Background: an optimization exercise with open tools, aiming at small area, a short achievable clock period and few clock cycles per item. Do not read the settings as production practice. Only simulation tests tie the RTL to the original design; equivalence was not proved. No activity file was given, so power comes from the tool's default toggle rates.

[run.sh]
#!/bin/bash
# synth_recipe.tcl (not shown) runs the flow's synth.tcl, then flattens the netlist and writes it again
# the make line also repeats each setting of config.mk as NAME=value (left out here)
make -C /OpenROAD-flow-scripts/flow DESIGN_CONFIG=/design/flow/config.mk WORK_HOME=/design/flow/orfs CLKGATE_MAP_FILE= SYNTH_SCRIPT=/design/flow/synth_recipe.tcl finish
[config.mk]
export PLATFORM = sky130hd
export DESIGN_NAME = IOTDF
export DESIGN_NICKNAME = IOTDF
export VERILOG_FILES = /design/flow/design.v
export SDC_FILE = /design/flow/constraint.sdc
export NUM_CORES = 4
export LEC_CHECK = 0
export CAP_MARGIN = 20
export CORE_MARGIN = 2
export CORE_UTILIZATION = 40
export SLEW_MARGIN = 20
[constraint.sdc]
create_clock -name core_clock -period 7.0 [get_ports {clk}]
set_input_delay 1.4000 -clock core_clock [delete_from_list [all_inputs] [get_ports {clk}]]
set_output_delay 1.4000 -clock core_clock [all_outputs]
set_load 0.01 [all_outputs]
[design.v]
`timescale 1ns/10ps
module IOTDF( 
    input          clk,
    input          rst,
    input          in_en,
    input  [7:0]   iot_in,
    input  [2:0]   fn_sel,
    output         busy,
    output         valid,
    output [127:0] iot_out
);
    localparam IDLE     = 3'd0;
    localparam LOAD_DES = 3'd1;
    localparam CALC_DES = 3'd2;
    localparam CALC_CRC = 3'd3;
    localparam CALC_GB  = 3'd4;
    localparam OUT      = 3'd5;
    localparam PREP_DES = 3'd6;
    localparam PREP     = 3'd7;
    reg [2:0]   state_r, state_w;
    reg [3:0]   count_r, count_w;
    reg busy_r, busy_w;
    reg valid_r, valid_w;
    reg [127:0] o_data_r, o_data_w;
    wire enable_busy;
    wire enable_valid;
    wire enable_odata_1, enable_odata_2, enable_odata_3;
    wire enable_count;
    assign busy    = busy_r;
    assign valid   = valid_r;
    assign iot_out = o_data_r;
    wire DES_first, DES_last, DES_prep_key1, DES_shift, DES_enable, DES_fnsel;
    wire [127:0] DES_indata;
    wire [63:0]  DES_odata;
    wire GB_fnsel , GB_first, GB_prev, GB_enable;
    wire [7:0] GB_indata;
    wire [7:0] GB_odata;
    wire [2:0] CRC_in;
    wire [2:0] CRC_nxt;
    wire [7:0] CRC_indata;
    assign DES_fnsel     = fn_sel==3'b010;
    assign DES_first     = state_r==CALC_DES && (!count_r);
    assign DES_last      = state_r==CALC_DES && (&count_r);
    assign DES_prep_key1 = state_r == PREP_DES;
    assign DES_shift     = (state_r==PREP_DES ) 
                        || (state_r==CALC_DES && 
                        ( ((count_r==0 || count_r==7 || count_r==14) && (!DES_fnsel)) 
                        ||((count_r==0 || count_r==7 || count_r==14 || count_r==15) && ( DES_fnsel)) )
                        );
    assign DES_enable    = (state_r==PREP_DES || state_r==CALC_DES);
    assign DES_indata    = (fn_sel==3'b001 || fn_sel==3'b010) ? o_data_r : 0;
    assign GB_first      = (state_r==CALC_GB && count_r==0);
    assign GB_fnsel      = (fn_sel==3'b101) ? 1 : 0;
    assign GB_prev       = o_data_r[0];
    assign GB_enable     = state_r==CALC_GB;
    assign GB_indata     = (fn_sel==3'b100 || fn_sel==3'b101) ? iot_in : 0;
    assign CRC_in        = (state_r==CALC_CRC && count_r==0) ? 0 : o_data_r[2:0];
    assign CRC_indata    = (fn_sel==3'b011 && in_en) ? iot_in : 0;
    DES DES                     (.i_clk(clk) ,.i_rst(rst) ,.shift(DES_shift) ,.first(DES_first) ,.last(DES_last) ,.fnsel(DES_fnsel)
                                ,.enable(DES_enable) ,.prep_key1(DES_prep_key1) ,.i_data(DES_indata) ,.o_data(DES_odata));
    Gray_Binary_Conversion GB   (.i_clk(clk) ,.i_rst(rst) ,.fn_sel(GB_fnsel) ,.first(GB_first) 
                                ,.enable(GB_enable) ,.prev(GB_prev) ,.i_data(GB_indata) ,.o_data(GB_odata));
    CRC3_D8 CRC                 (.i_data(CRC_indata) ,.crc(CRC_in) ,.crc_nxt(CRC_nxt));
    always@ (*) begin
        case(state_r)
            IDLE: state_w = PREP;
            PREP: begin
                case(fn_sel)
                    3'b001:  state_w = LOAD_DES;
                    3'b010:  state_w = LOAD_DES;
                    3'b011:  state_w = CALC_CRC; 
                    3'b100:  state_w = CALC_GB;
                    3'b101:  state_w = CALC_GB;
                    default: state_w = state_r;
                endcase
            end
            LOAD_DES: state_w = (&count_r) ? PREP_DES : LOAD_DES;
            PREP_DES: state_w = CALC_DES;
            CALC_DES: state_w = (&count_r) ? OUT : CALC_DES;
            CALC_CRC: state_w = (&count_r) ? OUT : CALC_CRC;
            CALC_GB:  state_w = (&count_r) ? OUT : CALC_GB;
            OUT:      state_w = IDLE;
            default:  state_w = state_r;
        endcase
    end
    assign enable_busy    = (state_r == LOAD_DES || state_r == CALC_GB || state_r ==CALC_CRC || state_r==IDLE);
    assign enable_valid   = (state_w == OUT || state_r==OUT);
    assign enable_count   = (state_r == LOAD_DES || state_r == CALC_GB || state_r == CALC_CRC || state_r == CALC_DES);
    assign enable_odata_1 = (enable_odata_3 && state_r!=CALC_DES && state_r!=CALC_CRC);
    assign enable_odata_2 = (enable_odata_3 && state_r!=CALC_CRC);
    assign enable_odata_3 = (state_r!=OUT && state_r!=IDLE && state_r!=PREP_DES && state_r!=PREP);
    always@ (*) begin
        if( (fn_sel==3'b001 || fn_sel==3'b010)) begin
            if(state_r==LOAD_DES) begin
                o_data_w = {o_data_r[119:0], iot_in};
            end
            else if(state_r==CALC_DES) begin
                o_data_w = {o_data_r[127:64], DES_odata};
            end
            else begin
                o_data_w = o_data_r;
            end
        end
        else if((fn_sel==3'b011) && state_r==CALC_CRC) begin
            o_data_w = {125'd0, CRC_nxt};
        end
        else if((fn_sel==3'b100 || fn_sel==3'b101) && state_r==CALC_GB) begin
            o_data_w = {o_data_r[119:0], GB_odata};  
        end
        else begin
            o_data_w = o_data_r;
        end
    end
    always@ (*) begin
        if(enable_count) begin
            count_w = count_r + 1;
        end
        else begin
            count_w = 0;
        end
    end
    always@ (*) begin
        if(state_w == OUT) begin
            valid_w = 1;
        end
        else begin 
            valid_w = 0;
        end
    end
    always@ (*) begin
        if(state_r == IDLE) begin
            busy_w = 0;
        end
        else if((state_r == LOAD_DES || state_r == CALC_GB || state_r ==CALC_CRC)) begin
            busy_w = (count_r==14 || count_r==15) ? 1 : 0;
        end
        else if(state_r == OUT) begin
            busy_w = 1;
        end
        else begin
            busy_w = busy_r;
        end
    end
    always@ (posedge clk or posedge rst) begin
        if(rst) begin
            state_r <= IDLE;
        end
        else begin
            state_r <= state_w;
        end
    end
    always@ (posedge clk or posedge rst) begin
        if(rst) begin
            count_r <= 0;
        end
        else if(enable_count) begin
            count_r <= count_w;
        end
    end
    always@ (posedge clk or posedge rst) begin
        if(rst) begin
            busy_r <= 1;
        end
        else if(enable_busy) begin
            busy_r <= busy_w;
        end
    end
    always@ (posedge clk or posedge rst) begin
        if(rst) begin
            valid_r <= 0;
        end
        else if(enable_valid) begin
            valid_r <= valid_w;
        end
    end
    always@ (posedge clk or posedge rst) begin
        if(rst) begin
            o_data_r[127:64] <= 0;
        end
        else if(enable_odata_1) begin
            o_data_r[127:64] <= o_data_w[127:64];
        end
    end
    always@ (posedge clk or posedge rst) begin
        if(rst) begin
            o_data_r[63:3] <= 0;
        end
        else if(enable_odata_2) begin
            o_data_r[63:3] <= o_data_w[63:3];
        end
    end
    always@ (posedge clk or posedge rst) begin
        if(rst) begin
            o_data_r[2:0] <= 0;
        end
        else if(enable_odata_3) begin
            o_data_r[2:0] <= o_data_w[2:0];
        end
    end
endmodule
module CRC3_D8(
    input      [7:0]   i_data,
    input      [2:0]   crc,
    output     [2:0]   crc_nxt
);  
    assign crc_nxt[0] = i_data[7] ^ i_data[4] ^ i_data[3] ^ i_data[2] ^ i_data[0] ^ crc[2];
    assign crc_nxt[1] = i_data[7] ^ i_data[5] ^ i_data[2] ^ i_data[1] ^ i_data[0] ^ crc[0] ^ crc[2];
    assign crc_nxt[2] = i_data[6] ^ i_data[3] ^ i_data[2] ^ i_data[1] ^ crc[1];
endmodule
module PC1(
    input  [63:0] in,
    output [55:0] out
);
    assign out[55] = in[7];
    assign out[54] = in[15];
    assign out[53] = in[23];
    assign out[52] = in[31];
    assign out[51] = in[39];
    assign out[50] = in[47];
    assign out[49] = in[55];
    assign out[48] = in[63];
    assign out[47] = in[6];
    assign out[46] = in[14];
    assign out[45] = in[22];
    assign out[44] = in[30];
    assign out[43] = in[38];
    assign out[42] = in[46];
    assign out[41] = in[54];
    assign out[40] = in[62];
    assign out[39] = in[5];
    assign out[38] = in[13];
    assign out[37] = in[21];
    assign out[36] = in[29];
    assign out[35] = in[37];
    assign out[34] = in[45];
    assign out[33] = in[53];
    assign out[32] = in[61];
    assign out[31] = in[4];
    assign out[30] = in[12];
    assign out[29] = in[20];
    assign out[28] = in[28];
    assign out[27] = in[1];
    assign out[26] = in[9];
    assign out[25] = in[17];
    assign out[24] = in[25];
    assign out[23] = in[33];
    assign out[22] = in[41];
    assign out[21] = in[49];
    assign out[20] = in[57];
    assign out[19] = in[2];
    assign out[18] = in[10];
    assign out[17] = in[18];
    assign out[16] = in[26];
    assign out[15] = in[34];
    assign out[14] = in[42];
    assign out[13] = in[50];
    assign out[12] = in[58];
    assign out[11] = in[3];
    assign out[10] = in[11];
    assign out[9]  = in[19];
    assign out[8]  = in[27];
    assign out[7]  = in[35];
    assign out[6]  = in[43];
    assign out[5]  = in[51];
    assign out[4]  = in[59];
    assign out[3]  = in[36];
    assign out[2]  = in[44];
    assign out[1]  = in[52];
    assign out[0]  = in[60];
endmodule
module PC2(
    input  [55:0] in,
    output [47:0] out
);
    assign out[47] = in[42];
    assign out[46] = in[39];
    assign out[45] = in[45];
    assign out[44] = in[32];
    assign out[43] = in[55];
    assign out[42] = in[51];
    assign out[41] = in[53];
    assign out[40] = in[28];
    assign out[39] = in[41];
    assign out[38] = in[50];
    assign out[37] = in[35];
    assign out[36] = in[46];
    assign out[35] = in[33];
    assign out[34] = in[37];
    assign out[33] = in[44];
    assign out[32] = in[52];
    assign out[31] = in[30];
    assign out[30] = in[48];
    assign out[29] = in[40];
    assign out[28] = in[49];
    assign out[27] = in[29];
    assign out[26] = in[36];
    assign out[25] = in[43];
    assign out[24] = in[54];
    assign out[23] = in[15];
    assign out[22] = in[4];
    assign out[21] = in[25];
    assign out[20] = in[19];
    assign out[19] = in[9];
    assign out[18] = in[1];
    assign out[17] = in[26];
    assign out[16] = in[16];
    assign out[15] = in[5];
    assign out[14] = in[11];
    assign out[13] = in[23];
    assign out[12] = in[8];
    assign out[11] = in[12];
    assign out[10] = in[7];
    assign out[9]  = in[17];
    assign out[8]  = in[0];
    assign out[7]  = in[22];
    assign out[6]  = in[3];
    assign out[5]  = in[10];
    assign out[4]  = in[14];
    assign out[3]  = in[6];
    assign out[2]  = in[20];
    assign out[1]  = in[27];
    assign out[0]  = in[24];
endmodule
module initial_permutation(
    input  [63:0] in,
    output [63:0] out
);
    assign out[63] = in[6];
    assign out[62] = in[14];
    assign out[61] = in[22];
    assign out[60] = in[30];
    assign out[59] = in[38];
    assign out[58] = in[46];
    assign out[57] = in[54];
    assign out[56] = in[62];
    assign out[55] = in[4];
    assign out[54] = in[12];
    assign out[53] = in[20];
    assign out[52] = in[28];
    assign out[51] = in[36];
    assign out[50] = in[44];
    assign out[49] = in[52];
    assign out[48] = in[60];
    assign out[47] = in[2];
    assign out[46] = in[10];
    assign out[45] = in[18];
    assign out[44] = in[26];
    assign out[43] = in[34];
    assign out[42] = in[42];
    assign out[41] = in[50];
    assign out[40] = in[58];
    assign out[39] = in[0];
    assign out[38] = in[8];
    assign out[37] = in[16];
    assign out[36] = in[24];
    assign out[35] = in[32];
    assign out[34] = in[40];
    assign out[33] = in[48];
    assign out[32] = in[56];
    assign out[31] = in[7];
    assign out[30] = in[15];
    assign out[29] = in[23];
    assign out[28] = in[31];
    assign out[27] = in[39];
    assign out[26] = in[47];
    assign out[25] = in[55];
    assign out[24] = in[63];
    assign out[23] = in[5];
    assign out[22] = in[13];
    assign out[21] = in[21];
    assign out[20] = in[29];
    assign out[19] = in[37];
    assign out[18] = in[45];
    assign out[17] = in[53];
    assign out[16] = in[61];
    assign out[15] = in[3];
    assign out[14] = in[11];
    assign out[13] = in[19];
    assign out[12] = in[27];
    assign out[11] = in[35];
    assign out[10] = in[43];
    assign out[9]  = in[51];
    assign out[8]  = in[59];
    assign out[7]  = in[1];
    assign out[6]  = in[9];
    assign out[5]  = in[17];
    assign out[4]  = in[25];
    assign out[3]  = in[33];
    assign out[2]  = in[41];
    assign out[1]  = in[49];
    assign out[0]  = in[57];
endmodule
module final_permutation(
    input  [63:0] in,
    output [63:0] out 
);
    assign out[63] = in[24];
    assign out[62] = in[56];
    assign out[61] = in[16];
    assign out[60] = in[48];
    assign out[59] = in[8];
    assign out[58] = in[40];
    assign out[57] = in[0];
    assign out[56] = in[32];
    assign out[55] = in[25];
    assign out[54] = in[57];
    assign out[53] = in[17];
    assign out[52] = in[49];
    assign out[51] = in[9];
    assign out[50] = in[41];
    assign out[49] = in[1];
    assign out[48] = in[33];
    assign out[47] = in[26];
    assign out[46] = in[58];
    assign out[45] = in[18];
    assign out[44] = in[50];
    assign out[43] = in[10];
    assign out[42] = in[42];
    assign out[41] = in[2];
    assign out[40] = in[34];
    assign out[39] = in[27];
    assign out[38] = in[59];
    assign out[37] = in[19];
    assign out[36] = in[51];
    assign out[35] = in[11];
    assign out[34] = in[43];
    assign out[33] = in[3];
    assign out[32] = in[35];
    assign out[31] = in[28];
    assign out[30] = in[60];
    assign out[29] = in[20];
    assign out[28] = in[52];
    assign out[27] = in[12];
    assign out[26] = in[44];
    assign out[25] = in[4];
    assign out[24] = in[36];
    assign out[23] = in[29];
    assign out[22] = in[61];
    assign out[21] = in[21];
    assign out[20] = in[53];
    assign out[19] = in[13];
    assign out[18] = in[45];
    assign out[17] = in[5];
    assign out[16] = in[37];
    assign out[15] = in[30];
    assign out[14] = in[62];
    assign out[13] = in[22];
    assign out[12] = in[54];
    assign out[11] = in[14];
    assign out[10] = in[46];
    assign out[9]  = in[6];
    assign out[8]  = in[38];
    assign out[7]  = in[31];
    assign out[6]  = in[63];
    assign out[5]  = in[23];
    assign out[4]  = in[55];
    assign out[3]  = in[15];
    assign out[2]  = in[47];
    assign out[1]  = in[7];
    assign out[0]  = in[39];
endmodule
module P_permutation(
    input  [31:0] in,
    output [31:0] out
);  
    assign out[0]  = in[7];
    assign out[1]  = in[28];
    assign out[2]  = in[21];
    assign out[3]  = in[10];
    assign out[4]  = in[26];
    assign out[5]  = in[2];
    assign out[6]  = in[19];
    assign out[7]  = in[13];
    assign out[8]  = in[23];
    assign out[9]  = in[29];
    assign out[10] = in[5];
    assign out[11] = in[0];
    assign out[12] = in[18];
    assign out[13] = in[8];
    assign out[14] = in[24];
    assign out[15] = in[30];
    assign out[16] = in[22];
    assign out[17] = in[1];
    assign out[18] = in[14];
    assign out[19] = in[27];
    assign out[20] = in[6];
    assign out[21] = in[9];
    assign out[22] = in[17];
    assign out[23] = in[31];
    assign out[24] = in[15];
    assign out[25] = in[4];
    assign out[26] = in[20];
    assign out[27] = in[3];
    assign out[28] = in[11];
    assign out[29] = in[12];
    assign out[30] = in[25];
    assign out[31] = in[16];
endmodule
module Expansion(
    input  [31:0] in,
    output [47:0] out
);
    assign out[0]  = in[31];
    assign out[1]  = in[0];
    assign out[2]  = in[1];
    assign out[3]  = in[2];
    assign out[4]  = in[3];
    assign out[5]  = in[4];
    assign out[6]  = in[3];
    assign out[7]  = in[4];
    assign out[8]  = in[5];
    assign out[9]  = in[6];
    assign out[10] = in[7];
    assign out[11] = in[8];
    assign out[12] = in[7];
    assign out[13] = in[8];
    assign out[14] = in[9];
    assign out[15] = in[10];
    assign out[16] = in[11];
    assign out[17] = in[12];
    assign out[18] = in[11];
    assign out[19] = in[12];
    assign out[20] = in[13];
    assign out[21] = in[14];
    assign out[22] = in[15];
    assign out[23] = in[16];
    assign out[24] = in[15];
    assign out[25] = in[16];
    assign out[26] = in[17];
    assign out[27] = in[18];
    assign out[28] = in[19];
    assign out[29] = in[20];
    assign out[30] = in[19];
    assign out[31] = in[20];
    assign out[32] = in[21];
    assign out[33] = in[22];
    assign out[34] = in[23];
    assign out[35] = in[24];
    assign out[36] = in[23];
    assign out[37] = in[24];
    assign out[38] = in[25];
    assign out[39] = in[26];
    assign out[40] = in[27];
    assign out[41] = in[28];
    assign out[42] = in[27];
    assign out[43] = in[28];
    assign out[44] = in[29];
    assign out[45] = in[30];
    assign out[46] = in[31];
    assign out[47] = in[0];
endmodule
module S1(
    input  [5:0] in,
    output reg [3:0] out
);
    always@ (*) begin
        case(in[4:1])
            4'd0: begin
                case({in[5], in[0]})
                    2'd0:    out = 4'd14;
                    2'd1:    out = 4'd0;
                    2'd2:    out = 4'd4;
                    2'd3:    out = 4'd15;
                    default: out = 4'd0;
                endcase
            end
            4'd1: begin
                case({in[5], in[0]})
                    2'd0:    out = 4'd4;
                    2'd1:    out = 4'd15;
                    2'd2:    out = 4'd1;
                    2'd3:    out = 4'd12;
                    default: out = 4'd0;
                endcase
            end
            4'd2: begin
                case({in[5], in[0]})
                    2'd0:    out = 4'd13;
                    2'd1:    out = 4'd7;
                    2'd2:    out = 4'd14;
                    2'd3:    out = 4'd8;
                    default: out = 4'd0;
                endcase
            end
            4'd3: begin
                case({in[5], in[0]})
                    2'd0:    out = 4'd1;
                    2'd1:    out = 4'd4;
                    2'd2:    out = 4'd8;
                    2'd3:    out = 4'd2;
                    default: out = 4'd0;
                endcase
            end
            4'd4: begin
                case({in[5], in[0]})
                    2'd0:    out = 4'd2;
                    2'd1:    out = 4'd14;
                    2'd2:    out = 4'd13;
                    2'd3:    out = 4'd4;
                    default: out = 4'd0;
                endcase
            end
            4'd5: begin
                case({in[5], in[0]})
                    2'd0:    out = 4'd15;
                    2'd1:    out = 4'd2;
                    2'd2:    out = 4'd6;
                    2'd3:    out = 4'd9;
                    default: out = 4'd0;
                endcase
            end
            4'd6: begin
                case({in[5], in[0]})
                    2'd0:    out = 4'd11;
                    2'd1:    out = 4'd13;
                    2'd2:    out = 4'd2;
                    2'd3:    out = 4'd1;
                    default: out = 4'd0;
                endcase
            end
            4'd7: begin
                case({in[5], in[0]})
                    2'd0:    out = 4'd8;
                    2'd1:    out = 4'd1;
                    2'd2:    out = 4'd11;
                    2'd3:    out = 4'd7;
                    default: out = 4'd0;
                endcase
            end
            4'd8: begin
                case({in[5], in[0]})
                    2'd0:    out = 4'd3;
                    2'd1:    out = 4'd10;
                    2'd2:    out = 4'd15;
                    2'd3:    out = 4'd5;
                    default: out = 4'd0;
                endcase
            end
            4'd9: begin
                case({in[5], in[0]})
                    2'd0:    out = 4'd10;
                    2'd1:    out = 4'd6;
                    2'd2:    out = 4'd12;
                    2'd3:    out = 4'd11;
                    default: out = 4'd0;
                endcase
            end
            4'd10: begin
                case({in[5], in[0]})
                    2'd0:    out = 4'd6;
                    2'd1:    out = 4'd12;
                    2'd2:    out = 4'd9;
                    2'd3:    out = 4'd3;
                    default: out = 4'd0;
                endcase
            end
            4'd11: begin
                case({in[5], in[0]})
                    2'd0:    out = 4'd12;
                    2'd1:    out = 4'd11;
                    2'd2:    out = 4'd7;
                    2'd3:    out = 4'd14;
                    default: out = 4'd0;
                endcase
            end
            4'd12: begin
                case({in[5], in[0]})
                    2'd0:    out = 4'd5;
                    2'd1:    out = 4'd9;
                    2'd2:    out = 4'd3;
                    2'd3:    out = 4'd10;
                    default: out = 4'd0;
                endcase
            end
            4'd13: begin
                case({in[5], in[0]})
                    2'd0:    out = 4'd9;
                    2'd1:    out = 4'd5;
                    2'd2:    out = 4'd10;
                    2'd3:    out = 4'd0;
                    default: out = 4'd0;
                endcase
            end
            4'd14: begin
                case({in[5], in[0]})
                    2'd0:    out = 4'd0;
                    2'd1:    out = 4'd3;
                    2'd2:    out = 4'd5;
                    2'd3:    out = 4'd6;
                    default: out = 4'd0;
                endcase
            end
            4'd15: begin
                case({in[5], in[0]})
                    2'd0:    out = 4'd7;
                    2'd1:    out = 4'd8;
                    2'd2:    out = 4'd0;
                    2'd3:    out = 4'd13;
                    default: out = 4'd0;
                endcase
            end
            default : out = 0;
        endcase
    end
endmodule
module S2(
    input  [5:0] in,
    output reg [3:0] out
);
    always@ (*) begin
        case(in[4:1])
            4'd0: begin
                case({in[5], in[0]})
                    2'd0:    out = 4'd15;
                    2'd1:    out = 4'd3;
                    2'd2:    out = 4'd0;
                    2'd3:    out = 4'd13;
                    default: out = 4'd0;
                endcase
            end
            4'd1: begin
                case({in[5], in[0]})
                    2'd0:    out = 4'd1;
                    2'd1:    out = 4'd13;
                    2'd2:    out = 4'd14;
                    2'd3:    out = 4'd8;
                    default: out = 4'd0;
                endcase
            end
            4'd2: begin
                case({in[5], in[0]})
                    2'd0:    out = 4'd8;
                    2'd1:    out = 4'd4;
                    2'd2:    out = 4'd7;
                    2'd3:    out = 4'd10;
                    default: out = 4'd0;
                endcase
            end
            4'd3: begin
                case({in[5], in[0]})
                    2'd0:    out = 4'd14;
                    2'd1:    out = 4'd7;
                    2'd2:    out = 4'd11;
                    2'd3:    out = 4'd1;
                    default: out = 4'd0;
                endcase
            end
            4'd4: begin
                case({in[5], in[0]})
                    2'd0:    out = 4'd6;
                    2'd1:    out = 4'd15;
                    2'd2:    out = 4'd10;
                    2'd3:    out = 4'd3;
                    default: out = 4'd0;
                endcase
            end
            4'd5: begin
                case({in[5], in[0]})
                    2'd0:    out = 4'd11;
                    2'd1:    out = 4'd2;
                    2'd2:    out = 4'd4;
                    2'd3:    out = 4'd15;
                    default: out = 4'd0;
                endcase
            end
            4'd6: begin
                case({in[5], in[0]})
                    2'd0:    out = 4'd3;
                    2'd1:    out = 4'd8;
                    2'd2:    out = 4'd13;
                    2'd3:    out = 4'd4;
                    default: out = 4'd0;
                endcase
            end
            4'd7: begin
                case({in[5], in[0]})
                    2'd0:    out = 4'd4;
                    2'd1:    out = 4'd14;
                    2'd2:    out = 4'd1;
                    2'd3:    out = 4'd2;
                    default: out = 4'd0;
                endcase
            end
            4'd8: begin
                case({in[5], in[0]})
                    2'd0:    out = 4'd9;
                    2'd1:    out = 4'd12;
                    2'd2:    out = 4'd5;
                    2'd3:    out = 4'd11;
                    default: out = 4'd0;
                endcase
            end
            4'd9: begin
                case({in[5], in[0]})
                    2'd0:    out = 4'd7;
                    2'd1:    out = 4'd0;
                    2'd2:    out = 4'd8;
                    2'd3:    out = 4'd6;
                    default: out = 4'd0;
                endcase
            end
            4'd10: begin
                case({in[5], in[0]})
                    2'd0:    out = 4'd2;
                    2'd1:    out = 4'd1;
                    2'd2:    out = 4'd12;
                    2'd3:    out = 4'd7;
                    default: out = 4'd0;
                endcase
            end
            4'd11: begin
                case({in[5], in[0]})
                    2'd0:    out = 4'd13;
                    2'd1:    out = 4'd10;
                    2'd2:    out = 4'd6;
                    2'd3:    out = 4'd12;
                    default: out = 4'd0;
                endcase
            end
            4'd12: begin
                case({in[5], in[0]})
                    2'd0:    out = 4'd12;
                    2'd1:    out = 4'd6;
                    2'd2:    out = 4'd9;
                    2'd3:    out = 4'd0;
                    default: out = 4'd0;
                endcase
            end
            4'd13: begin
                case({in[5], in[0]})
                    2'd0:    out = 4'd0;
                    2'd1:    out = 4'd9;
                    2'd2:    out = 4'd3;
                    2'd3:    out = 4'd5;
                    default: out = 4'd0;
                endcase
            end
            4'd14: begin
                case({in[5], in[0]})
                    2'd0:    out = 4'd5;
                    2'd1:    out = 4'd11;
                    2'd2:    out = 4'd2;
                    2'd3:    out = 4'd14;
                    default: out = 4'd0;
                endcase
            end
            4'd15: begin
                case({in[5], in[0]})
                    2'd0:    out = 4'd10;
                    2'd1:    out = 4'd5;
                    2'd2:    out = 4'd15;
                    2'd3:    out = 4'd9;
                    default: out = 4'd0;
                endcase
            end
            default : out = 0;
        endcase
    end
endmodule
module S3(
    input  [5:0] in,
    output reg [3:0] out
);
    always@ (*) begin
        case(in[4:1])
            4'd0: begin
                case({in[5], in[0]})
                    2'd0:    out = 4'd10;
                    2'd1:    out = 4'd13;
                    2'd2:    out = 4'd13;
                    2'd3:    out = 4'd1;
                    default: out = 4'd0;
                endcase
            end
            4'd1: begin
                case({in[5], in[0]})
                    2'd0:    out = 4'd0;
                    2'd1:    out = 4'd7;
                    2'd2:    out = 4'd6;
                    2'd3:    out = 4'd10;
                    default: out = 4'd0;
                endcase
            end
            4'd2: begin
                case({in[5], in[0]})
                    2'd0:    out = 4'd9;
                    2'd1:    out = 4'd0;
                    2'd2:    out = 4'd4;
                    2'd3:    out = 4'd13;
                    default: out = 4'd0;
                endcase
            end
            4'd3: begin
                case({in[5], in[0]})
                    2'd0:    out = 4'd14;
                    2'd1:    out = 4'd9;
                    2'd2:    out = 4'd9;
                    2'd3:    out = 4'd0;
                    default: out = 4'd0;
                endcase
            end
            4'd4: begin
                case({in[5], in[0]})
                    2'd0:    out = 4'd6;
                    2'd1:    out = 4'd3;
                    2'd2:    out = 4'd8;
                    2'd3:    out = 4'd6;
                    default: out = 4'd0;
                endcase
            end
            4'd5: begin
                case({in[5], in[0]})
                    2'd0:    out = 4'd3;
                    2'd1:    out = 4'd4;
                    2'd2:    out = 4'd15;
                    2'd3:    out = 4'd9;
                    default: out = 4'd0;
                endcase
            end
            4'd6: begin
                case({in[5], in[0]})
                    2'd0:    out = 4'd15;
                    2'd1:    out = 4'd6;
                    2'd2:    out = 4'd3;
                    2'd3:    out = 4'd8;
                    default: out = 4'd0;
                endcase
            end
            4'd7: begin
                case({in[5], in[0]})
                    2'd0:    out = 4'd5;
                    2'd1:    out = 4'd10;
                    2'd2:    out = 4'd0;
                    2'd3:    out = 4'd7;
                    default: out = 4'd0;
                endcase
            end
            4'd8: begin
                case({in[5], in[0]})
                    2'd0:    out = 4'd1;
                    2'd1:    out = 4'd2;
                    2'd2:    out = 4'd11;
                    2'd3:    out = 4'd4;
                    default: out = 4'd0;
                endcase
            end
            4'd9: begin
                case({in[5], in[0]})
                    2'd0:    out = 4'd13;
                    2'd1:    out = 4'd8;
                    2'd2:    out = 4'd1;
                    2'd3:    out = 4'd15;
                    default: out = 4'd0;
                endcase
            end
            4'd10: begin
                case({in[5], in[0]})
                    2'd0:    out = 4'd12;
                    2'd1:    out = 4'd5;
                    2'd2:    out = 4'd2;
                    2'd3:    out = 4'd14;
                    default: out = 4'd0;
                endcase
            end
            4'd11: begin
                case({in[5], in[0]})
                    2'd0:    out = 4'd7;
                    2'd1:    out = 4'd14;
                    2'd2:    out = 4'd12;
                    2'd3:    out = 4'd3;
                    default: out = 4'd0;
                endcase
            end
            4'd12: begin
                case({in[5], in[0]})
                    2'd0:    out = 4'd11;
                    2'd1:    out = 4'd12;
                    2'd2:    out = 4'd5;
                    2'd3:    out = 4'd11;
                    default: out = 4'd0;
                endcase
            end
            4'd13: begin
                case({in[5], in[0]})
                    2'd0:    out = 4'd4;
                    2'd1:    out = 4'd11;
                    2'd2:    out = 4'd10;
                    2'd3:    out = 4'd5;
                    default: out = 4'd0;
                endcase
            end
            4'd14: begin
                case({in[5], in[0]})
                    2'd0:    out = 4'd2;
                    2'd1:    out = 4'd15;
                    2'd2:    out = 4'd14;
                    2'd3:    out = 4'd2;
                    default: out = 4'd0;
                endcase
            end
            4'd15: begin
                case({in[5], in[0]})
                    2'd0:    out = 4'd8;
                    2'd1:    out = 4'd1;
                    2'd2:    out = 4'd7;
                    2'd3:    out = 4'd12;
                    default: out = 4'd0;
                endcase
            end
            default : out = 0;
        endcase
    end
endmodule
module S4(
    input  [5:0] in,
    output reg [3:0] out
);
        always@ (*) begin
        case(in[4:1])
            4'd0: begin
                case({in[5], in[0]})
                    2'd0:    out = 4'd7;
                    2'd1:    out = 4'd13;
                    2'd2:    out = 4'd10;
                    2'd3:    out = 4'd3;
                    default: out = 4'd0;
                endcase
            end
            4'd1: begin
                case({in[5], in[0]})
                    2'd0:    out = 4'd13;
                    2'd1:    out = 4'd8;
                    2'd2:    out = 4'd6;
                    2'd3:    out = 4'd15;
                    default: out = 4'd0;
                endcase
            end
            4'd2: begin
                case({in[5], in[0]})
                    2'd0:    out = 4'd14;
                    2'd1:    out = 4'd11;
                    2'd2:    out = 4'd9;
                    2'd3:    out = 4'd0;
                    default: out = 4'd0;
                endcase
            end
            4'd3: begin
                case({in[5], in[0]})
                    2'd0:    out = 4'd3;
                    2'd1:    out = 4'd5;
                    2'd2:    out = 4'd0;
                    2'd3:    out = 4'd6;
                    default: out = 4'd0;
                endcase
            end
            4'd4: begin
                case({in[5], in[0]})
                    2'd0:    out = 4'd0;
                    2'd1:    out = 4'd6;
                    2'd2:    out = 4'd12;
                    2'd3:    out = 4'd10;
                    default: out = 4'd0;
                endcase
            end
            4'd5: begin
                case({in[5], in[0]})
                    2'd0:    out = 4'd6;
                    2'd1:    out = 4'd15;
                    2'd2:    out = 4'd11;
                    2'd3:    out = 4'd1;
                    default: out = 4'd0;
                endcase
            end
            4'd6: begin
                case({in[5], in[0]})
                    2'd0:    out = 4'd9;
                    2'd1:    out = 4'd0;
                    2'd2:    out = 4'd7;
                    2'd3:    out = 4'd13;
                    default: out = 4'd0;
                endcase
            end
            4'd7: begin
                case({in[5], in[0]})
                    2'd0:    out = 4'd10;
                    2'd1:    out = 4'd3;
                    2'd2:    out = 4'd13;
                    2'd3:    out = 4'd8;
                    default: out = 4'd0;
                endcase
            end
            4'd8: begin
                case({in[5], in[0]})
                    2'd0:    out = 4'd1;
                    2'd1:    out = 4'd4;
                    2'd2:    out = 4'd15;
                    2'd3:    out = 4'd9;
                    default: out = 4'd0;
                endcase
            end
            4'd9: begin
                case({in[5], in[0]})
                    2'd0:    out = 4'd2;
                    2'd1:    out = 4'd7;
                    2'd2:    out = 4'd1;
                    2'd3:    out = 4'd4;
                    default: out = 4'd0;
                endcase
            end
            4'd10: begin
                case({in[5], in[0]})
                    2'd0:    out = 4'd8;
                    2'd1:    out = 4'd2;
                    2'd2:    out = 4'd3;
                    2'd3:    out = 4'd5;
                    default: out = 4'd0;
                endcase
            end
            4'd11: begin
                case({in[5], in[0]})
                    2'd0:    out = 4'd5;
                    2'd1:    out = 4'd12;
                    2'd2:    out = 4'd14;
                    2'd3:    out = 4'd11;
                    default: out = 4'd0;
                endcase
            end
            4'd12: begin
                case({in[5], in[0]})
                    2'd0:    out = 4'd11;
                    2'd1:    out = 4'd1;
                    2'd2:    out = 4'd5;
                    2'd3:    out = 4'd12;
                    default: out = 4'd0;
                endcase
            end
            4'd13: begin
                case({in[5], in[0]})
                    2'd0:    out = 4'd12;
                    2'd1:    out = 4'd10;
                    2'd2:    out = 4'd2;
                    2'd3:    out = 4'd7;
                    default: out = 4'd0;
                endcase
            end
            4'd14: begin
                case({in[5], in[0]})
                    2'd0:    out = 4'd4;
                    2'd1:    out = 4'd14;
                    2'd2:    out = 4'd8;
                    2'd3:    out = 4'd2;
                    default: out = 4'd0;
                endcase
            end
            4'd15: begin
                case({in[5], in[0]})
                    2'd0:    out = 4'd15;
                    2'd1:    out = 4'd9;
                    2'd2:    out = 4'd4;
                    2'd3:    out = 4'd14;
                    default: out = 4'd0;
                endcase
            end
            default : out = 0;
        endcase
    end
endmodule
module S5(
    input  [5:0] in,
    output reg [3:0] out
);
        always@ (*) begin
        case(in[4:1])
            4'd0: begin
                case({in[5], in[0]})
                    2'd0:    out = 4'd2;
                    2'd1:    out = 4'd14;
                    2'd2:    out = 4'd4;
                    2'd3:    out = 4'd11;
                    default: out = 4'd0;
                endcase
            end
            4'd1: begin
                case({in[5], in[0]})
                    2'd0:    out = 4'd12;
                    2'd1:    out = 4'd11;
                    2'd2:    out = 4'd2;
                    2'd3:    out = 4'd8;
                    default: out = 4'd0;
                endcase
            end
            4'd2: begin
                case({in[5], in[0]})
                    2'd0:    out = 4'd4;
                    2'd1:    out = 4'd2;
                    2'd2:    out = 4'd1;
                    2'd3:    out = 4'd12;
                    default: out = 4'd0;
                endcase
            end
            4'd3: begin
                case({in[5], in[0]})
                    2'd0:    out = 4'd1;
                    2'd1:    out = 4'd12;
                    2'd2:    out = 4'd11;
                    2'd3:    out = 4'd7;
                    default: out = 4'd0;
                endcase
            end
            4'd4: begin
                case({in[5], in[0]})
                    2'd0:    out = 4'd7;
                    2'd1:    out = 4'd4;
                    2'd2:    out = 4'd10;
                    2'd3:    out = 4'd1;
                    default: out = 4'd0;
                endcase
            end
            4'd5: begin
                case({in[5], in[0]})
                    2'd0:    out = 4'd10;
                    2'd1:    out = 4'd7;
                    2'd2:    out = 4'd13;
                    2'd3:    out = 4'd14;
                    default: out = 4'd0;
                endcase
            end
            4'd6: begin
                case({in[5], in[0]})
                    2'd0:    out = 4'd11;
                    2'd1:    out = 4'd13;
                    2'd2:    out = 4'd7;
                    2'd3:    out = 4'd2;
                    default: out = 4'd0;
                endcase
            end
            4'd7: begin
                case({in[5], in[0]})
                    2'd0:    out = 4'd6;
                    2'd1:    out = 4'd1;
                    2'd2:    out = 4'd8;
                    2'd3:    out = 4'd13;
                    default: out = 4'd0;
                endcase
            end
            4'd8: begin
                case({in[5], in[0]})
                    2'd0:    out = 4'd8;
                    2'd1:    out = 4'd5;
                    2'd2:    out = 4'd15;
                    2'd3:    out = 4'd6;
                    default: out = 4'd0;
                endcase
            end
            4'd9: begin
                case({in[5], in[0]})
                    2'd0:    out = 4'd5;
                    2'd1:    out = 4'd0;
                    2'd2:    out = 4'd9;
                    2'd3:    out = 4'd15;
                    default: out = 4'd0;
                endcase
            end
            4'd10: begin
                case({in[5], in[0]})
                    2'd0:    out = 4'd3;
                    2'd1:    out = 4'd15;
                    2'd2:    out = 4'd12;
                    2'd3:    out = 4'd0;
                    default: out = 4'd0;
                endcase
            end
            4'd11: begin
                case({in[5], in[0]})
                    2'd0:    out = 4'd15;
                    2'd1:    out = 4'd10;
                    2'd2:    out = 4'd5;
                    2'd3:    out = 4'd9;
                    default: out = 4'd0;
                endcase
            end
            4'd12: begin
                case({in[5], in[0]})
                    2'd0:    out = 4'd13;
                    2'd1:    out = 4'd3;
                    2'd2:    out = 4'd6;
                    2'd3:    out = 4'd10;
                    default: out = 4'd0;
                endcase
            end
            4'd13: begin
                case({in[5], in[0]})
                    2'd0:    out = 4'd0;
                    2'd1:    out = 4'd9;
                    2'd2:    out = 4'd3;
                    2'd3:    out = 4'd4;
                    default: out = 4'd0;
                endcase
            end
            4'd14: begin
                case({in[5], in[0]})
                    2'd0:    out = 4'd14;
                    2'd1:    out = 4'd8;
                    2'd2:    out = 4'd0;
                    2'd3:    out = 4'd5;
                    default: out = 4'd0;
                endcase
            end
            4'd15: begin
                case({in[5], in[0]})
                    2'd0:    out = 4'd9;
                    2'd1:    out = 4'd6;
                    2'd2:    out = 4'd14;
                    2'd3:    out = 4'd3;
                    default: out = 4'd0;
                endcase
            end
            default : out = 0;
        endcase
    end
endmodule
module S6(
    input  [5:0] in,
    output reg [3:0] out
);
        always@ (*) begin
        case(in[4:1])
            4'd0: begin
                case({in[5], in[0]})
                    2'd0:    out = 4'd12;
                    2'd1:    out = 4'd10;
                    2'd2:    out = 4'd9;
                    2'd3:    out = 4'd4;
                    default: out = 4'd0;
                endcase
            end
            4'd1: begin
                case({in[5], in[0]})
                    2'd0:    out = 4'd1;
                    2'd1:    out = 4'd15;
                    2'd2:    out = 4'd14;
                    2'd3:    out = 4'd3;
                    default: out = 4'd0;
                endcase
            end
            4'd2: begin
                case({in[5], in[0]})
                    2'd0:    out = 4'd10;
                    2'd1:    out = 4'd4;
                    2'd2:    out = 4'd15;
                    2'd3:    out = 4'd2;
                    default: out = 4'd0;
                endcase
            end
            4'd3: begin
                case({in[5], in[0]})
                    2'd0:    out = 4'd15;
                    2'd1:    out = 4'd2;
                    2'd2:    out = 4'd5;
                    2'd3:    out = 4'd12;
                    default: out = 4'd0;
                endcase
            end
            4'd4: begin
                case({in[5], in[0]})
                    2'd0:    out = 4'd9;
                    2'd1:    out = 4'd7;
                    2'd2:    out = 4'd2;
                    2'd3:    out = 4'd9;
                    default: out = 4'd0;
                endcase
            end
            4'd5: begin
                case({in[5], in[0]})
                    2'd0:    out = 4'd2;
                    2'd1:    out = 4'd12;
                    2'd2:    out = 4'd8;
                    2'd3:    out = 4'd5;
                    default: out = 4'd0;
                endcase
            end
            4'd6: begin
                case({in[5], in[0]})
                    2'd0:    out = 4'd6;
                    2'd1:    out = 4'd9;
                    2'd2:    out = 4'd12;
                    2'd3:    out = 4'd15;
                    default: out = 4'd0;
                endcase
            end
            4'd7: begin
                case({in[5], in[0]})
                    2'd0:    out = 4'd8;
                    2'd1:    out = 4'd5;
                    2'd2:    out = 4'd3;
                    2'd3:    out = 4'd10;
                    default: out = 4'd0;
                endcase
            end
            4'd8: begin
                case({in[5], in[0]})
                    2'd0:    out = 4'd0;
                    2'd1:    out = 4'd6;
                    2'd2:    out = 4'd7;
                    2'd3:    out = 4'd11;
                    default: out = 4'd0;
                endcase
            end
            4'd9: begin
                case({in[5], in[0]})
                    2'd0:    out = 4'd13;
                    2'd1:    out = 4'd1;
                    2'd2:    out = 4'd0;
                    2'd3:    out = 4'd14;
                    default: out = 4'd0;
                endcase
            end
            4'd10: begin
                case({in[5], in[0]})
                    2'd0:    out = 4'd3;
                    2'd1:    out = 4'd13;
                    2'd2:    out = 4'd4;
                    2'd3:    out = 4'd1;
                    default: out = 4'd0;
                endcase
            end
            4'd11: begin
                case({in[5], in[0]})
                    2'd0:    out = 4'd4;
                    2'd1:    out = 4'd14;
                    2'd2:    out = 4'd10;
                    2'd3:    out = 4'd7;
                    default: out = 4'd0;
                endcase
            end
            4'd12: begin
                case({in[5], in[0]})
                    2'd0:    out = 4'd14;
                    2'd1:    out = 4'd0;
                    2'd2:    out = 4'd1;
                    2'd3:    out = 4'd6;
                    default: out = 4'd0;
                endcase
            end
            4'd13: begin
                case({in[5], in[0]})
                    2'd0:    out = 4'd7;
                    2'd1:    out = 4'd11;
                    2'd2:    out = 4'd13;
                    2'd3:    out = 4'd0;
                    default: out = 4'd0;
                endcase
            end
            4'd14: begin
                case({in[5], in[0]})
                    2'd0:    out = 4'd5;
                    2'd1:    out = 4'd3;
                    2'd2:    out = 4'd11;
                    2'd3:    out = 4'd8;
                    default: out = 4'd0;
                endcase
            end
            4'd15: begin
                case({in[5], in[0]})
                    2'd0:    out = 4'd11;
                    2'd1:    out = 4'd8;
                    2'd2:    out = 4'd6;
                    2'd3:    out = 4'd13;
                    default: out = 4'd0;
                endcase
            end
            default : out = 0;
        endcase
    end
endmodule
module S7(
    input  [5:0] in,
    output reg [3:0] out
);
        always@ (*) begin
        case(in[4:1])
            4'd0: begin
                case({in[5], in[0]})
                    2'd0:    out = 4'd4;
                    2'd1:    out = 4'd13;
                    2'd2:    out = 4'd1;
                    2'd3:    out = 4'd6;
                    default: out = 4'd0;
                endcase
            end
            4'd1: begin
                case({in[5], in[0]})
                    2'd0:    out = 4'd11;
                    2'd1:    out = 4'd0;
                    2'd2:    out = 4'd4;
                    2'd3:    out = 4'd11;
                    default: out = 4'd0;
                endcase
            end
            4'd2: begin
                case({in[5], in[0]})
                    2'd0:    out = 4'd2;
                    2'd1:    out = 4'd11;
                    2'd2:    out = 4'd11;
                    2'd3:    out = 4'd13;
                    default: out = 4'd0;
                endcase
            end
            4'd3: begin
                case({in[5], in[0]})
                    2'd0:    out = 4'd14;
                    2'd1:    out = 4'd7;
                    2'd2:    out = 4'd13;
                    2'd3:    out = 4'd8;
                    default: out = 4'd0;
                endcase
            end
            4'd4: begin
                case({in[5], in[0]})
                    2'd0:    out = 4'd15;
                    2'd1:    out = 4'd4;
                    2'd2:    out = 4'd12;
                    2'd3:    out = 4'd1;
                    default: out = 4'd0;
                endcase
            end
            4'd5: begin
                case({in[5], in[0]})
                    2'd0:    out = 4'd0;
                    2'd1:    out = 4'd9;
                    2'd2:    out = 4'd3;
                    2'd3:    out = 4'd4;
                    default: out = 4'd0;
                endcase
            end
            4'd6: begin
                case({in[5], in[0]})
                    2'd0:    out = 4'd8;
                    2'd1:    out = 4'd1;
                    2'd2:    out = 4'd7;
                    2'd3:    out = 4'd10;
                    default: out = 4'd0;
                endcase
            end
            4'd7: begin
                case({in[5], in[0]})
                    2'd0:    out = 4'd13;
                    2'd1:    out = 4'd10;
                    2'd2:    out = 4'd14;
                    2'd3:    out = 4'd7;
                    default: out = 4'd0;
                endcase
            end
            4'd8: begin
                case({in[5], in[0]})
                    2'd0:    out = 4'd3;
                    2'd1:    out = 4'd14;
                    2'd2:    out = 4'd10;
                    2'd3:    out = 4'd9;
                    default: out = 4'd0;
                endcase
            end
            4'd9: begin
                case({in[5], in[0]})
                    2'd0:    out = 4'd12;
                    2'd1:    out = 4'd3;
                    2'd2:    out = 4'd15;
                    2'd3:    out = 4'd5;
                    default: out = 4'd0;
                endcase
            end
            4'd10: begin
                case({in[5], in[0]})
                    2'd0:    out = 4'd9;
                    2'd1:    out = 4'd5;
                    2'd2:    out = 4'd6;
                    2'd3:    out = 4'd0;
                    default: out = 4'd0;
                endcase
            end
            4'd11: begin
                case({in[5], in[0]})
                    2'd0:    out = 4'd7;
                    2'd1:    out = 4'd12;
                    2'd2:    out = 4'd8;
                    2'd3:    out = 4'd15;
                    default: out = 4'd0;
                endcase
            end
            4'd12: begin
                case({in[5], in[0]})
                    2'd0:    out = 4'd5;
                    2'd1:    out = 4'd2;
                    2'd2:    out = 4'd0;
                    2'd3:    out = 4'd14;
                    default: out = 4'd0;
                endcase
            end
            4'd13: begin
                case({in[5], in[0]})
                    2'd0:    out = 4'd10;
                    2'd1:    out = 4'd15;
                    2'd2:    out = 4'd5;
                    2'd3:    out = 4'd2;
                    default: out = 4'd0;
                endcase
            end
            4'd14: begin
                case({in[5], in[0]})
                    2'd0:    out = 4'd6;
                    2'd1:    out = 4'd8;
                    2'd2:    out = 4'd9;
                    2'd3:    out = 4'd3;
                    default: out = 4'd0;
                endcase
            end
            4'd15: begin
                case({in[5], in[0]})
                    2'd0:    out = 4'd1;
                    2'd1:    out = 4'd6;
                    2'd2:    out = 4'd2;
                    2'd3:    out = 4'd12;
                    default: out = 4'd0;
                endcase
            end
            default : out = 0;
        endcase
    end
endmodule
module S8(
    input  [5:0] in,
    output reg [3:0] out
);
        always@ (*) begin
        case(in[4:1])
            4'd0: begin
                case({in[5], in[0]})
                    2'd0:    out = 4'd13;
                    2'd1:    out = 4'd1;
                    2'd2:    out = 4'd7;
                    2'd3:    out = 4'd2;
                    default: out = 4'd0;
                endcase
            end
            4'd1: begin
                case({in[5], in[0]})
                    2'd0:    out = 4'd2;
                    2'd1:    out = 4'd15;
                    2'd2:    out = 4'd11;
                    2'd3:    out = 4'd1;
                    default: out = 4'd0;
                endcase
            end
            4'd2: begin
                case({in[5], in[0]})
                    2'd0:    out = 4'd8;
                    2'd1:    out = 4'd13;
                    2'd2:    out = 4'd4;
                    2'd3:    out = 4'd14;
                    default: out = 4'd0;
                endcase
            end
            4'd3: begin
                case({in[5], in[0]})
                    2'd0:    out = 4'd4;
                    2'd1:    out = 4'd8;
                    2'd2:    out = 4'd1;
                    2'd3:    out = 4'd7;
                    default: out = 4'd0;
                endcase
            end
            4'd4: begin
                case({in[5], in[0]})
                    2'd0:    out = 4'd6;
                    2'd1:    out = 4'd10;
                    2'd2:    out = 4'd9;
                    2'd3:    out = 4'd4;
                    default: out = 4'd0;
                endcase
            end
            4'd5: begin
                case({in[5], in[0]})
                    2'd0:    out = 4'd15;
                    2'd1:    out = 4'd3;
                    2'd2:    out = 4'd12;
                    2'd3:    out = 4'd10;
                    default: out = 4'd0;
                endcase
            end
            4'd6: begin
                case({in[5], in[0]})
                    2'd0:    out = 4'd11;
                    2'd1:    out = 4'd7;
                    2'd2:    out = 4'd14;
                    2'd3:    out = 4'd8;
                    default: out = 4'd0;
                endcase
            end
            4'd7: begin
                case({in[5], in[0]})
                    2'd0:    out = 4'd1;
                    2'd1:    out = 4'd4;
                    2'd2:    out = 4'd2;
                    2'd3:    out = 4'd13;
                    default: out = 4'd0;
                endcase
            end
            4'd8: begin
                case({in[5], in[0]})
                    2'd0:    out = 4'd10;
                    2'd1:    out = 4'd12;
                    2'd2:    out = 4'd0;
                    2'd3:    out = 4'd15;
                    default: out = 4'd0;
                endcase
            end
            4'd9: begin
                case({in[5], in[0]})
                    2'd0:    out = 4'd9;
                    2'd1:    out = 4'd5;
                    2'd2:    out = 4'd6;
                    2'd3:    out = 4'd12;
                    default: out = 4'd0;
                endcase
            end
            4'd10: begin
                case({in[5], in[0]})
                    2'd0:    out = 4'd3;
                    2'd1:    out = 4'd6;
                    2'd2:    out = 4'd10;
                    2'd3:    out = 4'd9;
                    default: out = 4'd0;
                endcase
            end
            4'd11: begin
                case({in[5], in[0]})
                    2'd0:    out = 4'd14;
                    2'd1:    out = 4'd11;
                    2'd2:    out = 4'd13;
                    2'd3:    out = 4'd0;
                    default: out = 4'd0;
                endcase
            end
            4'd12: begin
                case({in[5], in[0]})
                    2'd0:    out = 4'd5;
                    2'd1:    out = 4'd0;
                    2'd2:    out = 4'd15;
                    2'd3:    out = 4'd3;
                    default: out = 4'd0;
                endcase
            end
            4'd13: begin
                case({in[5], in[0]})
                    2'd0:    out = 4'd0;
                    2'd1:    out = 4'd14;
                    2'd2:    out = 4'd3;
                    2'd3:    out = 4'd5;
                    default: out = 4'd0;
                endcase
            end
            4'd14: begin
                case({in[5], in[0]})
                    2'd0:    out = 4'd12;
                    2'd1:    out = 4'd9;
                    2'd2:    out = 4'd5;
                    2'd3:    out = 4'd6;
                    default: out = 4'd0;
                endcase
            end
            4'd15: begin
                case({in[5], in[0]})
                    2'd0:    out = 4'd7;
                    2'd1:    out = 4'd2;
                    2'd2:    out = 4'd8;
                    2'd3:    out = 4'd11;
                    default: out = 4'd0;
                endcase
            end
            default : out = 0;
        endcase
    end
endmodule
module f_function(
    input  [31:0] in,
    input  [47:0] key,
    output [31:0] out
);      
    wire [47:0] temp;
    wire [3:0]  s1,s2,s3,s4,s5,s6,s7,s8;
    wire [47:0] exp_out;
    Expansion expansion(.in(in), .out(exp_out));
    assign temp = exp_out ^ key;
    S1 S1(.in(temp[47:42]), .out(s1));
    S2 S2(.in(temp[41:36]), .out(s2));
    S3 S3(.in(temp[35:30]), .out(s3));
    S4 S4(.in(temp[29:24]), .out(s4));
    S5 S5(.in(temp[23:18]), .out(s5));
    S6 S6(.in(temp[17:12]), .out(s6));
    S7 S7(.in(temp[11:6]) , .out(s7));
    S8 S8(.in(temp[5:0])  , .out(s8));
    P_permutation P(.in({s1,s2,s3,s4,s5,s6,s7,s8}) , .out(out));
endmodule
module DES(
    input  i_clk,
    input  i_rst,
    input  enable,
    input  shift,
    input  first,
    input  last,
    input  prep_key1,
    input  fnsel,
    input  [127:0] i_data,
    output reg [63:0]  o_data
);  
    wire [55:0] temp1;
    wire [63:0] temp2;
    wire [63:0] temp3;
    wire [31:0] temp4;
    reg  [27:0] up_shift;
    reg  [27:0] down_shift;
    reg  [27:0] up_r, up_w;
    reg  [27:0] down_r, down_w;
    wire [47:0] key;
    reg  [31:0] R, L;
    wire [31:0] R_xor;
    assign R_xor = temp4 ^ L;
    PC1 PC1(.in(i_data[127:64]), .out(temp1));
    initial_permutation init_p(.in(i_data[63:0]) ,.out(temp2));
    final_permutation   final_p(.in({R_xor, R}) ,.out(temp3));
    PC2 PC2(.in({down_r, up_r}), .out(key));
    f_function F(.in(R), .key(key), .out(temp4));
    always@ (*) begin
        o_data[31:0]  = last ? temp3[31:0]  : R_xor;  
        o_data[63:32] = last ? temp3[63:32] : R;
    end
    always@ (*) begin
        R = first ? temp2[31:0]  : i_data[31:0]; 
        L = first ? temp2[63:32] : i_data[63:32]; 
    end
    always@ (*) begin
        if(fnsel) begin
            up_shift   = prep_key1 ? {temp1[26:0],  temp1[27]}  : up_r;
            down_shift = prep_key1 ? {temp1[54:28], temp1[55]}  : down_r;
        end
        else begin
            up_shift   = prep_key1 ? temp1[27:0]  : up_r;
            down_shift = prep_key1 ? temp1[55:28] : down_r;
        end
    end
    always@ (*) begin
        if(fnsel) begin
            up_w   = shift ? {up_shift[0],   up_shift[27:1]}   : {up_shift[1:0],   up_shift[27:2]};
            down_w = shift ? {down_shift[0], down_shift[27:1]} : {down_shift[1:0], down_shift[27:2]};
        end
        else begin
            up_w   = shift ? {up_shift[26:0],   up_shift[27]}   : {up_shift[25:0],   up_shift[27:26]};
            down_w = shift ? {down_shift[26:0], down_shift[27]} : {down_shift[25:0], down_shift[27:26]};
        end 
    end
    always@ (posedge i_clk or posedge i_rst) begin
        if(i_rst) begin
            up_r   <= 0;
            down_r <= 0;
        end
        else if(enable) begin
            up_r   <= up_w;
            down_r <= down_w;
        end
    end 
endmodule
module Gray_Binary_Conversion(
    input  i_clk,
    input  i_rst,
    input  enable,
    input  fn_sel,
    input  first, 
    input  [7:0] i_data,
    input  prev,
    output reg [7:0] o_data
);
    reg data;
    reg temp7, temp6, temp5, temp4, temp3, temp2, temp1, temp0;
    always@ (*) begin
        temp7 = (first) ? 1'b0 :
                (fn_sel)? prev : data;
        temp6 = (fn_sel)? o_data[7] : i_data[7];
        temp5 = (fn_sel)? o_data[6] : i_data[6];
        temp4 = (fn_sel)? o_data[5] : i_data[5];
        temp3 = (fn_sel)? o_data[4] : i_data[4];
        temp2 = (fn_sel)? o_data[3] : i_data[3];
        temp1 = (fn_sel)? o_data[2] : i_data[2];
        temp0 = (fn_sel)? o_data[1] : i_data[1];
        o_data[7] = i_data[7] ^ temp7;
        o_data[6] = i_data[6] ^ temp6;
        o_data[5] = i_data[5] ^ temp5;
        o_data[4] = i_data[4] ^ temp4;
        o_data[3] = i_data[3] ^ temp3;
        o_data[2] = i_data[2] ^ temp2;
        o_data[1] = i_data[1] ^ temp1;
        o_data[0] = i_data[0] ^ temp0;
    end
    always@ (posedge i_clk or posedge i_rst) begin
        if(i_rst) begin
            data <= 0;
        end
        else if(enable)begin
            data <= i_data[0];
        end
    end 
endmodule
==> reports/summary.txt <==
CP arrival -> 6.32 ns
EDFF count, synth -> 0
Finish-stage setup viols -> 0
CTS clk-pin slew, worst paths -> 0.08 ns
metal2 WL -> 39400 um
Post-Syn Instances -> 2943
Clk pwr share -> 8.6%
crit-path max cell delay -> 0.84 ns
final critical-path required period -> 5.88 ns
initial antenna violation count -> 5
Routability Congestion -> 1.02
Setup crit end kind -> flip-flop
Initial Util -> 40.4%
# rows -> 83
crit path max fanout -> 19
power share of the sequential group -> 20.8%
Combinational Power Share -> 70.6%
PostCTS Resize Cnt -> 0
fin. max-slew vios -> 0
Total GRT Usage -> 33.9%
Least-Margin Pin Slew -> 1.08 ns
Die X -> 231 um
Sw Ratio -> 58.1%
crit-path leading delay family -> compound AO/OA/AOI/OAI gates
pwr dens -> 523 nW/um2
Port Buffers -> 143
first-pass GRT wire length -> 140000 um
Pre-Repair DR Iteration Count -> 7
LEAKAGE -> 9.46 nW
wire length on met3 -> 10500 um
post-route ant nets -> 0
DIE AREA -> 53500 um2
Post-CTS Setup Repair Bufs -> 0
hold buffer count at CTS -> 0
net switching power -> 7.02 mW
Yosys warning total -> 11
Finished Core Util -> 45.2%
Critical Path, Cell by Cell -> buf_2 -> buf_4 -> clkinv_1 -> o2111ai_2 -> nand2_1 -> xor2_1 -> ha_1 -> clkinv_1 -> a2111oi_0 -> a311oi_1 -> a31oi_1 -> o311ai_1 -> a2111oi_1 -> xor2_1 -> o221a_1 -> a21oi_1
# DRC -> 0
WL final -> 92600 um
Metal-1 WL -> 38300 um
relative slew slack -> 27.9%
CP Data Required Time -> 7.43 ns
setup TNS -> 0 ns
final setup margin -> 1.12 ns
TritonCTS clock tree -> built
CTS buffer count -> 17
Bufs on Longest Clock Path -> 2
status -> no timing/DRC/antenna violations
asr flop ratio synth -> 100%
Netlist cell types -> 112
Mapped Nets -> 3011
Die H -> 231 um
vias -> 24.4k
Synth Cell Area -> 20700 um2
Max Cap Violations -> 0
H-tree depth -> 4
Synth Register Bits -> 194
Bufs and invs on worst path -> 4
share of cells above drive strength 1 -> 7.05%
worst hold path type -> reg -> reg
kind of critical path -> in -> reg
post-synthesis area per instance -> 7.02 um2
synth-to-layout area growth -> 11.8%
nets -> 3004
largest net degree at the start of global routing -> 114
cell-internal power -> 5.07 mW
routed length per instance -> 25.5 um
sequential-to-total area share from yosys stat -> 23.5%
Worst Clk Skew -> 0.0136 ns
Worst VDD drop -> 312 uV
clk sink count -> 194
final hold violation count -> 0
critical path's slowest cell -> a2111oi_1
Max Clock Freq -> 170 MHz
highest metal used -> met5
# IOs -> 144
worst skew pair latency -> 0.51 ns
Most used DFF post-synth -> dfrtp_1
gr ovfl total -> 0
vias in the first global route -> 22.1k
first-iteration detailed-routing DRC count -> 3328
RSZ-0062 raised after global routing -> false
clk root buf -> clkbuf_16
CP startpoint kind -> input port
core area -> 51200 um2
hpwl dp -> 67300 um
final worst-path cycle share -> 84.1%
DP Worst Slack -> 0.667 ns
vias per cell -> 6.73
-- stage by stage --
stage          power [mW]  hold WS [ns]  instances  area [um2]
5_1_grt              12.8         0.507       3629       23100
3_3_place_gp         10.7         0.456       3595       22500
6_report             12.1         0.483       3630       23100
4_1_cts              11.8         0.486       3628       23100
3_5_place_dp         10.7         0.462       3596       22500
2_1_floorplan        7.71         0.450       2943       20700
-- final cells by class --
type,count,area (um2)
fillers,5235,28100
inverters,66,255
repair buffers,218,2010
clock buffers,18,439
clock inverters,14,160
diodes,1,2.50
multi-input cells,2439,14500
well taps,680,851
flip-flops and latches,194,4860
-- layer usage --
metal | vias up | GRT usage [%]
met5 | - | 0
li1 | 10866 | -
met4 | 4 | 15.5
met2 | 1502 | 49.8
met3 | 253 | 9.58
met1 | 11815 | 45.7
-- cell usage in the layout, fill, tap and decap left out, types with 15 or more instances in the layout --
cell and count:
clkdlybuf4s50_1 142, a21oi_1 196, a22oi_1 46, o2111ai_1 28
and3_1 22, a31oi_1 48, mux2i_1 15, xor2_1 32
o211ai_1 36, clkbuf_16 17, nor2b_1 24, ha_1 54
dfrtp_1 192, nor4_1 31, xnor2_1 58, nand3_1 197
a211oi_1 40, nor2_1 142, buf_4 73, a211o_1 16
nor3_1 65, nand4_1 48, o22ai_1 17, nand2_1 619
a221o_1 30, o21ai_0 302, inv_1 62, a221oi_1 24
-- cell usage after synthesis (24+ instances only) --
| master | instances | area, um2 |
|---|---|---|
| buf_2 | 42 | 210 |
| a211oi_1 | 41 | 308 |
| nor2_1 | 146 | 548 |
| o21ai_0 | 302 | 1510 |
| nor4_1 | 32 | 200 |
| xnor2_1 | 58 | 508 |
| ha_1 | 54 | 676 |
| xor2_1 | 32 | 280 |
| nand4_1 | 48 | 300 |
| o211ai_1 | 36 | 270 |
| a31oi_1 | 48 | 300 |
| inv_1 | 63 | 236 |
| a221oi_1 | 24 | 210 |
| dfrtp_1 | 193 | 4830 |
| a21oi_1 | 197 | 986 |
| nor2b_1 | 26 | 163 |
| a221o_1 | 30 | 300 |
| clkbuf_1 | 156 | 586 |
| a22oi_1 | 46 | 345 |
| nor3_1 | 66 | 330 |
| nand2_1 | 621 | 2330 |
| o2111ai_1 | 28 | 245 |
| nand3_1 | 197 | 986 |
-- worst reg2reg max path, stage by stage (launching register included) --
cell,delay (ns)
dfrtp_1,0.40
inv_1,0.12
ha_1,0.18
or3b_2,0.78
o2111ai_2,0.37
nand2_1,0.35
xor2_1,0.46
ha_1,0.33
clkinv_1,0.33
a2111oi_0,0.46
a311oi_1,0.10
a31oi_1,0.18
o311ai_1,0.11
a2111oi_1,0.84
xor2_1,0.18
o221a_1,0.26
a21oi_1,0.11
-- registers in the layout, indices dropped and copies added (netlist names) --
name	count
o_data_r	128
DES.down_r	28
DES.up_r	28
count_r	4
state_r	3
GB.data	1
busy_r	1
valid_r	1
-- power by group through the flow --
stage          registers [mW]  logic [mW]  clock network (mW)
2_1_floorplan            2.02        5.69                   0
3_3_place_gp             2.44        8.29                   0
3_5_place_dp             2.44        8.28                   0
4_1_cts                  2.42        8.31                1.06
5_1_grt                  2.52        9.19                1.09
6_report                 2.51        8.54                1.04
-- cells by family (layout without fill, tap and decap cells) --
logic type | Yosys count | count (layout) | share of synthesized area, %
fa+ha+maj | 55 | 55 | 3.32
mux | 20 | 20 | 1.11
xor+xnor | 97 | 97 | 4.48
other cells | 0 | 1 | 0
flops | 194 | 194 | 23.5
simple gates | 1267 | 1267 | 28.5
buf+inv | 310 | 316 | 6.65
compound gates | 1000 | 1000 | 32.4
-- final timing paths --
kind | start | to | slack [ns] | depth (start not counted)
worst max-delay path | fn_sel[2] | o_data_r[18] | 1.12 | 16
worst min-delay path | o_data_r[120] | o_data_r[120] | 0.48 | 2
worst max register to register | count_r[0] | o_data_r[18] | 1.36 | 16
worst min register to register | o_data_r[120] | o_data_r[120] | 0.48 | 2
max in group asynchronous | rst | o_data_r[58] | 4.36 | 3
min in group asynchronous | rst | o_data_r[101] | 1.41 | 2
Testbench counts, summed over its fixed seeds: cycles 16,512, items 640.

==> static timing again, ports no longer ideal <==
The flow's constraints put no driver on any port. The routed layout listed below was extracted and timed again, unchanged, in two steps. Step 1 (the two cells are an assumption about what drives the block):
set clk [get_ports {clk}]
set_driving_cell -lib_cell sky130_fd_sc_hd__clkbuf_16 $clk
set_driving_cell -lib_cell sky130_fd_sc_hd__buf_2 [delete_from_list [all_inputs] $clk]
Step 2 moves the port delays by t, midway between the first and last clock arrival at a register: inputs arrive t later, outputs are due t later. That takes back most of the time a late clock gives input paths. Three values: no drivers, after step 1, after step 2; two values: the first two.
t (ns): 0.564
setup WS [ns]: 1.116 / 1.147 / 0.583
worst setup path at the end: input to register
slew at the worst register clock pin (ns): 0.09 / 0.09
worst data-port slew with drivers (ns): 0.04
After both steps setup and hold are still met in this run. The setup slack of this run moves by +0.031 ns with the drivers and by -0.533 ns with both steps.
